What follows belongs to an exercise in optimizing a design on an open flow for small area; a production flow would make more cautious choices. Only simulation tests tie the RTL to the original design; equivalence was not proved. No activity file was given, so power comes from the tool's default toggle rates.

## datapath
module datapath (
	input         clk,
	input         rst,
	input  [15:0] Instruction,
	input  [15:0] DataInit,
	input         InitSel,
	output [15:0] ALUOut
);
For scale: ~260 flip-flops, ~12000 um^2 of cells after synthesis.
Settings: LEC_CHECK=0, CAP_MARGIN=10, CORE_MARGIN=2, CORE_UTILIZATION=55, GPL_TIMING_DRIVEN=0, PLACE_DENSITY=0.65, SLEW_MARGIN=10; clock period 12.0 ns.
standard.sh (not shown) runs the stock make flow with config.mk's settings and CLKGATE_MAP_FILE= SYNTH_SCRIPT=/design/flow/synth_recipe.tcl, a recipe that flattens the netlist after the stock synthesis.
==> flow/flow/run.sh <==
#!/bin/bash
# ORFS synthesis with an area-oriented abc script (registers as in the
# standard synthesis), then the standard layout with smaller port buffers
# and a clock tree without dummy loads. Each tool's output goes to its own
# log in this folder (and ORFS's per-step logs under orfs/logs).
set -euo pipefail
W=$(pwd)

bash standard.sh synth \
  SYNTH_SCRIPT=$W/flow/synth.tcl MY_ABC_SCRIPT=$W/flow/area.abc \
  > $W/flow_synth.log 2>&1

bash standard.sh finish \
  "BUFFER_PORTS_ARGS=-buffer_cell sky130_fd_sc_hd__buf_1" \
  "CTS_ARGS=-sink_clustering_enable -repair_clock_nets -dont_use_dummy_load -buf_list sky130_fd_sc_hd__clkbuf_4 -sink_clustering_size 10 -sink_clustering_max_diameter 40" \
  > $W/flow_finish.log 2>&1
==> flow/flow/area.abc <==
&get -n; &st; &nf -a -R 1000; &put
==> flow/flow/synth.tcl <==
proc synth {args} { yosys synth -nofsm -noshare {*}$args }
proc abc {args} {
  set i [lsearch -exact $args -script]
  if { $i >= 0 && [info exists ::env(MY_ABC_SCRIPT)] } { lset args [expr {$i + 1}] $::env(MY_ABC_SCRIPT) }
  yosys abc {*}$args
}
source $::env(SCRIPTS_DIR)/synth.tcl
# left out here: clear keep_hierarchy, flatten, clean up, hide names made inside functions, write 1_2_yosys.v
Then changed:
--- a/flow/config.mk
+++ b/flow/config.mk
@@ -8,6 +8,6 @@
 export CAP_MARGIN = 10
 export CORE_MARGIN = 2
-export CORE_UTILIZATION = 55
+export CORE_UTILIZATION = 40
 export GPL_TIMING_DRIVEN = 0
-export PLACE_DENSITY = 0.65
+export PLACE_DENSITY = 0.55
 export SLEW_MARGIN = 10
Hold slack stays flat.
Sequential share of layout area goes down by 0.64 points.
Core utilization goes down by 16 points.
Final cell count goes up by about 10%.
Power goes up by about 0.55%.
Setup slack degrades by 90 ps.
Critical path depth does not change.
Routed wire length goes up by about 1.2%.
Design area goes up by about 1.1%.
Register-to-register slack degrades by 90 ps.
Synthesized cell count is unchanged.


Another version of the RTL of datapath (not shown whole).
Size: ~1200 cells after synthesis.
Settings: LEC_CHECK=0, CAP_MARGIN=20, CORE_MARGIN=2, CORE_UTILIZATION=40, CTS_BUF_LIST=sky130_fd_sc_hd__clkbuf_4, PLACE_DENSITY=0.55, SLEW_MARGIN=20; clock period 12.0 ns.
run.sh (not shown) runs the stock make flow with config.mk's settings and CLKGATE_MAP_FILE= SYNTH_SCRIPT=/design/flow/synth_recipe.tcl, a recipe that flattens the netlist after the stock synthesis.
Stock flow here: none of the scripts above is used.
The baseline completed without violations.
Then changed:
==> flow/flow/run.sh (new file) <==
#!/bin/bash
# Standard synthesis, then an area-oriented re-mapping of the combinational
# logic (registers untouched), then the standard layout with smaller port
# buffers and a clock tree without dummy loads.
set -euo pipefail
W=$(pwd)
R=$W/orfs/results/$FLOW_PLATFORM/datapath/base
LIB=$FLOW_HOME/platforms/$FLOW_PLATFORM/lib/sky130_fd_sc_hd__tt_025C_1v80.lib

bash standard.sh synth > $W/flow_synth.log 2>&1

cp $R/1_2_yosys.v $W/std_synth.v
DU=$(grep -o 'sky130_fd_sc_hd__lpflow[a-z0-9_]*\|sky130_fd_sc_hd__probe[a-z0-9_]*' $FLOW_HOME/platforms/$FLOW_PLATFORM/config.mk | sed 's/^/-dont_use /' | tr '\n' ' ')
sed -e "s#LIBFILE#$LIB#g" -e "s#NETIN#$W/std_synth.v#" -e "s#NETOUT#$W/remap.v#" \
    -e "s#TOPNAME#$FLOW_TOP#g" -e "s#ABCSCRIPT#$W/flow/area.abc#" -e "s#DONTUSE#$DU#" \
    flow/remap.ys > $W/remap_run.ys
yosys -s $W/remap_run.ys > $W/remap_yosys.log 2>&1

cp $W/remap.v $R/1_2_yosys.v
rm -f $R/1_synth.odb $R/1_synth.sdc
touch $R/1_2_yosys.sdc

bash standard.sh finish \
  "BUFFER_PORTS_ARGS=-buffer_cell sky130_fd_sc_hd__buf_2" \
  "CTS_ARGS=-sink_clustering_enable -repair_clock_nets -dont_use_dummy_load" \
  > $W/flow_finish.log 2>&1
==> flow/flow/area.abc (new file) <==
&get -n; &st; &synch2; &nf -a -R 1000; &put
==> flow/flow/remap.ys (new file) <==
# Re-map the combinational logic of the standard synthesis netlist for area.
# Registers are left untouched (same instances, names and cell types).
read_liberty -ignore_miss_func LIBFILE
read_verilog NETIN
hierarchy -top TOPNAME
setattr -mod -set keep_hierarchy 1 sky130_fd_sc_hd__df* sky130_fd_sc_hd__edf* sky130_fd_sc_hd__sdf* sky130_fd_sc_hd__sedf* sky130_fd_sc_hd__dl*
flatten
opt_clean
abc -liberty LIBFILE DONTUSE -script ABCSCRIPT
opt_clean -purge
setundef -zero
splitnets
hilomap -singleton -hicell sky130_fd_sc_hd__conb_1 HI -locell sky130_fd_sc_hd__conb_1 LO
opt_clean -purge
select TOPNAME
stat -liberty LIBFILE
write_verilog -selected -noattr -noexpr -nohex -nodec NETOUT
==> flow/standard.sh (new file) <==
#!/bin/bash
# synth_recipe.tcl (not shown) runs the flow's synth.tcl, then flattens the netlist and writes it again
# the make line also repeats each setting of config.mk as NAME=value (left out here)
make -C /OpenROAD-flow-scripts/flow DESIGN_CONFIG=/design/flow/config.mk WORK_HOME=/design/flow/orfs CLKGATE_MAP_FILE= SYNTH_SCRIPT=/design/flow/synth_recipe.tcl "${@:-finish}"
--- a/flow/config.mk
+++ b/flow/config.mk
@@ -10,3 +10,2 @@
 export CORE_UTILIZATION = 40
-export CTS_BUF_LIST = sky130_fd_sc_hd__clkbuf_4
 export PLACE_DENSITY = 0.55
removed: flow/run.sh
Result: Count of clock-buffer cells in the layout is lower by 69. Final area is lower by 8.7%. Synthesized cell count is lower by 10%. Area after synthesis is lower by 9.9%. First-iteration DRC count is lower by 2.2%. Total power is lower by 7.2%. Setup slack degrades by 0.14 ns. Wire length is lower by 9.8%. Fmax is lower by 1.3%.
Then changed:
==> flow/run.sh (new file) <==
#!/bin/bash
# synth_recipe.tcl (not shown) runs the flow's synth.tcl, then flattens the netlist and writes it again
# the make line also repeats each setting of config.mk as NAME=value (left out here)
make -C /OpenROAD-flow-scripts/flow DESIGN_CONFIG=/design/flow/config.mk WORK_HOME=/design/flow/orfs CLKGATE_MAP_FILE= SYNTH_SCRIPT=/design/flow/synth_recipe.tcl finish
removed: flow/flow/run.sh
removed: flow/flow/area.abc
removed: flow/flow/remap.ys
removed: flow/standard.sh
Effect: Setup slack gains 0.14 ns; cell count rose by about 7%; area after synthesis rose by about 11%; final area goes up by 10%; clock-buffer cell count went up by 7; power grows by 13%.


## the baseline
datapath, a different RTL version from the one above (not shown whole).
For scale: about 920 cells after synthesis, roughly 51 I/O pins, ~12,000 um^2 of cells after synthesis.
Settings: LEC_CHECK=0, CAP_MARGIN=20, CORE_MARGIN=2, CORE_UTILIZATION=40, PLACE_DENSITY=0.55, SLEW_MARGIN=20; clock period 12.0 ns.
standard.sh (not shown) runs the stock make flow with config.mk's settings and CLKGATE_MAP_FILE= SYNTH_SCRIPT=/design/flow/synth_recipe.tcl, a recipe that flattens the netlist after the stock synthesis.
==> flow/flow/run.sh <==
#!/bin/bash
# ORFS synthesis with an area-oriented abc script (registers as in the
# standard synthesis), then the standard layout with smaller port buffers
# and a clock tree without dummy loads. Each tool's output goes to its own
# log in this folder (and ORFS's per-step logs under orfs/logs).
set -euo pipefail
W=$(pwd)

bash standard.sh synth \
  SYNTH_SCRIPT=$W/flow/synth.tcl MY_ABC_SCRIPT=$W/flow/area.abc \
  > $W/flow_synth.log 2>&1

bash standard.sh finish \
  "BUFFER_PORTS_ARGS=-buffer_cell sky130_fd_sc_hd__buf_2" \
  "CTS_ARGS=-sink_clustering_enable -repair_clock_nets -dont_use_dummy_load" \
  > $W/flow_finish.log 2>&1
==> flow/flow/area.abc <==
&get -n; &st; &synch2; &nf -a -R 1000; &put
Scripts as last shown in full above: flow/flow/synth.tcl
The baseline was carried through to the last stage, and its layout satisfied the timing, DRC and antenna checks.
Input changes introduced in the candidate (baseline for comparison: the baseline):
- CAP_MARGIN changed from 20 to 10
- SLEW_MARGIN changed from 20 to 10
-- flow/flow/run.sh --
<<< the baseline, line 13
bash standard.sh finish \
  "BUFFER_PORTS_ARGS=-buffer_cell sky130_fd_sc_hd__buf_2" \
  "CTS_ARGS=-sink_clustering_enable -repair_clock_nets -dont_use_dummy_load" \
  > $W/flow_finish.log 2>&1
>>> the candidate, line 13
bash standard.sh finish \
  "BUFFER_PORTS_ARGS=-buffer_cell sky130_fd_sc_hd__buf_1" \
  "CTS_ARGS=-sink_clustering_enable -repair_clock_nets -dont_use_dummy_load -buf_list sky130_fd_sc_hd__clkbuf_8 -sink_clustering_size 16 -sink_clustering_max_diameter 60" \
  > $W/flow_finish.log 2>&1
==> comparison <==
As far as total number of placement rows goes, the baseline and the candidate are indistinguishable; the numbers are identical. In the reports for the candidate and the baseline, the larger cell count belongs to the baseline. The candidate vs the baseline, fraction of final layout cells with drive strength greater than 1 went down by 5.4 points. Going from the baseline to the candidate, horizontal die dimension essentially unchanged, routed length per instance saw a decrease, worst setup slack went down 410 ps, portion of total power attributed to sequential cells picked up an extra 6.0 points, post-synthesis to final-layout area growth decreased by 3.7 points relative to the old numbers. The candidate vs the baseline: total power down by more than 10%. Fraction of area in multi-input gates: the candidate vs the baseline up 0.99 points.

## static timing again, ports no longer ideal
The results above use ideal ports. As a check the final layouts listed here were re-extracted and re-timed, cells and wires unchanged.
Step 1, drivers: a clkbuf_16 drives clk and a buf_2 each remaining input, both assumed.
Step 2 moves the port delays by t, midway between the first and last clock arrival at a register: inputs arrive t later, outputs are due t later. That takes back most of the time a late clock gives input paths.
Three values: ideal ports, drivers, drivers and shift; two values: the first two.
run	t, ns	slack for setup (ns)	worst register clock-pin slew, ns
the first run of note 1	0.652	0.279 / 0.245 / 0.245	0.11 / 0.11
the second run of note 1	0.657	0.189 / 0.161 / 0.161	0.12 / 0.12
the first run of note 2	0.738	0.893 / 0.860 / 0.860	0.08 / 0.08
the second run of note 2	0.575	0.748 / 0.717 / 0.717	0.06 / 0.06
the third run of note 2	0.601	0.886 / 0.853 / 0.853	0.06 / 0.06
the baseline	0.576	1.844 / 1.807 / 1.807	0.06 / 0.06
the candidate	0.591	1.438 / 1.398 / 1.398	0.11 / 0.11
After both steps every run listed still meets setup and hold. The setup slack of the candidate, which loses most, moves by -0.040 ns with the drivers and by -0.040 ns with both steps.
